Source: an optimization exercise on an open RTL-to-GDS flow (aim: small area). Production flows keep margins and buffers that such runs may drop.
Function was checked by simulation only, so behaviour that the tests miss may differ from the original.
The flow treats the clock pin as an ideal source. Dropping or thinning the clock tree relies on that and would not hold on a real chip.
Power figures rest on the tool's default switching activity, not on a simulated workload.

== lagoon ==
==> flow/design.v <==
`timescale 1ns / 1ps
module robot(
input fpgaclk,rst,en,
input [2:0] echo,
output [2:0] trigger,led,
output wire [3:0] sig_out_R,sig_out_L
);
localparam [15:0] T_RESET = 16'h2512;    
localparam [15:0] T_JUMP  = 16'hb604;    
localparam [16:0] K_RESET = 17'h19196;   
localparam [16:0] K_TICK  = 17'h08049;   
reg [15:0] t;
reg trig;
wire t_jump = (t == T_JUMP);
always @(posedge fpgaclk or posedge rst)
    if (rst) t <= T_RESET;
    else     t <= {t[14:0], t[15] ^ t[2] ^ t_jump};
always @(posedge fpgaclk or posedge rst)
    if (rst) trig <= 1'b0;
    else     trig <= t_jump | (trig & ~(t[2] & t[6]));
assign trigger = {3{trig}};
reg [14:0] e0, e1, e2;
wire [14:0] m0, m1, m2;
genvar gi;
generate for (gi = 0; gi < 15; gi = gi + 1) begin : g_m
    if (gi == 0) begin : g0
        assign m0[0] = echo[0]; assign m1[0] = echo[1]; assign m2[0] = echo[2];
    end else begin : gn
        assign m0[gi] = m0[gi-1] & e0[gi-1];
        assign m1[gi] = m1[gi-1] & e1[gi-1];
        assign m2[gi] = m2[gi-1] & e2[gi-1];
    end
end endgenerate
always @(posedge fpgaclk or posedge rst)
    if (rst) begin
        e0 <= 15'd0; e1 <= 15'd0; e2 <= 15'd0;
    end else begin
        e0 <= {15{~trig}} & (e0 ^ m0);
        e1 <= {15{~trig}} & (e1 ^ m1);
        e2 <= {15{~trig}} & (e2 ^ m2);
    end
wire [2:0] obs = {e2 < 15'd550, e1 < 15'd550, e0 < 15'd550};
assign led = ~obs;
reg dirR, dirL;
always @(posedge fpgaclk) begin
    dirR <= ~obs[1] & (~obs[2] | obs[0]);
    dirL <= ~obs[1] & (~obs[0] | obs[2]);
end
reg [16:0] k;
wire tick = (k == K_TICK);
always @(posedge fpgaclk or posedge rst)
    if (rst) k <= K_RESET;
    else     k <= {k[15:0], k[16] ^ k[2] ^ tick};
reg on, on_p;                 
reg dR, dL;
reg [1:0] phR_p, phL_p;
wire [1:0] phR = on_p ? {phR_p[1] ^ phR_p[0] ^ ~dR, ~phR_p[0]} : 2'b00;
wire [1:0] phL = on_p ? {phL_p[1] ^ phL_p[0] ^ ~dL, ~phL_p[0]} : 2'b00;
always @(posedge fpgaclk or posedge rst)
    if (rst) begin
        on <= 1'b0; on_p <= 1'b0;
    end else if (tick) begin
        on <= en; on_p <= on;
    end
always @(posedge fpgaclk)
    if (tick) begin
        dR <= dirR; phR_p <= phR;
        dL <= dirL; phL_p <= phL;
    end
assign sig_out_R = {on_p &  phR_p[1] &  phR_p[0], on_p &  phR_p[1] & ~phR_p[0],
                    on_p & ~phR_p[1] &  phR_p[0], on_p & ~phR_p[1] & ~phR_p[0]};
assign sig_out_L = {on_p &  phL_p[1] &  phL_p[0], on_p &  phL_p[1] & ~phL_p[0],
                    on_p & ~phL_p[1] &  phL_p[0], on_p & ~phL_p[1] & ~phL_p[0]};
endmodule
export LEC_CHECK = 0
export CAP_MARGIN = 20
export CORE_MARGIN = 2
export CORE_UTILIZATION = 80
export GPL_TIMING_DRIVEN = 0
export SLEW_MARGIN = 20
export BUFFER_PORTS_ARGS = -buffer_cell sky130_fd_sc_hd__buf_1
export CTS_ARGS = -sink_clustering_enable -repair_clock_nets -dont_use_dummy_load
export POST_CTS_TCL = /design/flow/flow/merge_clk.tcl
export PRE_GLOBAL_PLACE_TCL = /design/flow/flow/remove_bufs.tcl
export CLK_GROUPS = 4
export CLK_LEAF_CELL = sky130_fd_sc_hd__buf_8
create_clock -name core_clock -period 10.0 [get_ports {fpgaclk}]
standard.sh (not shown) runs the stock make flow with config.mk's settings and CLKGATE_MAP_FILE= SYNTH_SCRIPT=/design/flow/synth_recipe.tcl, a recipe that flattens the netlist after the stock synthesis.
==> flow/flow/run.sh <==
#!/bin/bash
# Standard layout (standard.sh, with the standard flow's synthesis) with these changes:
# - port buffers use the smallest buffer (buf_1);
# - CTS inserts no dummy loads, and after CTS flow/merge_clk.tcl replaces the
#   clock tree with 4 buf_8 leaf buffers fed from the clock port.
# The make output goes to standard_flow.log; each ORFS step keeps its own log
# under orfs/logs.
set -euo pipefail
cat >> config.mk <<EOC
export BUFFER_PORTS_ARGS = -buffer_cell sky130_fd_sc_hd__buf_1
export CTS_ARGS = -sink_clustering_enable -repair_clock_nets -dont_use_dummy_load
export POST_CTS_TCL = $PWD/flow/merge_clk.tcl
export PRE_GLOBAL_PLACE_TCL = $PWD/flow/remove_bufs.tcl
export CLK_GROUPS = 4
export CLK_LEAF_CELL = sky130_fd_sc_hd__buf_8
EOC
bash standard.sh finish > standard_flow.log 2>&1
Other scripts of this flow, unchanged in this note and not shown: flow/flow/merge_clk.tcl, flow/flow/remove_bufs.tcl
Here is what was changed in the inputs of xenon compared with lagoon.
diff --git a/flow/design.v b/flow/design.v
--- a/flow/design.v
+++ b/flow/design.v
@@ -31,16 +31,15 @@
         assign m2[gi] = m2[gi-1] & e2[gi-1];
     end
 end endgenerate
-always @(posedge fpgaclk or posedge rst)
-    if (rst) begin
-        e0 <= 15'd0; e1 <= 15'd0; e2 <= 15'd0;
-    end else begin
-        e0 <= {15{~trig}} & (e0 ^ m0);
-        e1 <= {15{~trig}} & (e1 ^ m1);
-        e2 <= {15{~trig}} & (e2 ^ m2);
+wire eclr = trig | rst;
+always @(posedge fpgaclk)
+    begin
+        e0 <= {15{~eclr}} & (e0 ^ m0);
+        e1 <= {15{~eclr}} & (e1 ^ m1);
+        e2 <= {15{~eclr}} & (e2 ^ m2);
     end
 wire [2:0] obs = {e2 < 15'd550, e1 < 15'd550, e0 < 15'd550};
-assign led = ~obs;
+assign led = ~obs & {3{~rst}};
 reg dirR, dirL;
 always @(posedge fpgaclk) begin
     dirR <= ~obs[1] & (~obs[2] | obs[0]);
## What came out
Looking at xenon and lagoon, the share of the synthesized area in compound gates (AO/OA/AOI/OAI) is a wash. The sequential share of cell area number comes out lower for xenon vs lagoon. In the flow results for xenon and lagoon, the layout overhead on the synthesized area is larger on lagoon. Compared with lagoon, synthesized instance count in xenon increased slightly. Going from lagoon to xenon, the total wire length was found to have gone up by about 10%. Measured against each other, xenon and lagoon differ in via count, the lower figure coming from lagoon. Looking at critical path endpoint, the e1[13]$_DFF_P_ result is from xenon; the e0[13]$_DFF_PP0_ one comes from lagoon. xenon: data arrival at the endpoint of the critical path is 60 ps higher than what lagoon reported. In the metrics for xenon and lagoon, the one carrying the lower fraction of power spent switching nets is xenon. xenon has maximum achievable frequency below what lagoon had.
No run of this note takes its clock network from TritonCTS; it comes from the design's own scripts or RTL.

[static timing again, ports no longer ideal]
The flow's constraints put no driver on any port. The routed layouts listed below were extracted and timed again, unchanged, in two steps. Step 1: set_driving_cell puts a clkbuf_16 on fpgaclk and a buf_2 on each other input, an assumption about the parent block. Step 2 adds t to the input delays and takes it off the output delays; t is the mean of the earliest and latest rising clock arrival at the registers after step 1. Input paths then give back, and output paths get back, about the clock's delay inside the block. Slacks: no drivers / after step 1 / after step 2; pairs: no drivers / after step 1.
run	t, ns	setup slack, ns	slew at the worst register clock pin (ns)
lagoon	0.201	5.071 / 5.109 / 4.908	0.11 / 0.11
xenon	0.206	5.012 / 5.058 / 4.852	0.12 / 0.12
After both steps every run listed still meets setup and hold. For lagoon, which loses most, drivers alone change the setup slack by +0.038 ns; drivers and shift together by -0.163 ns.
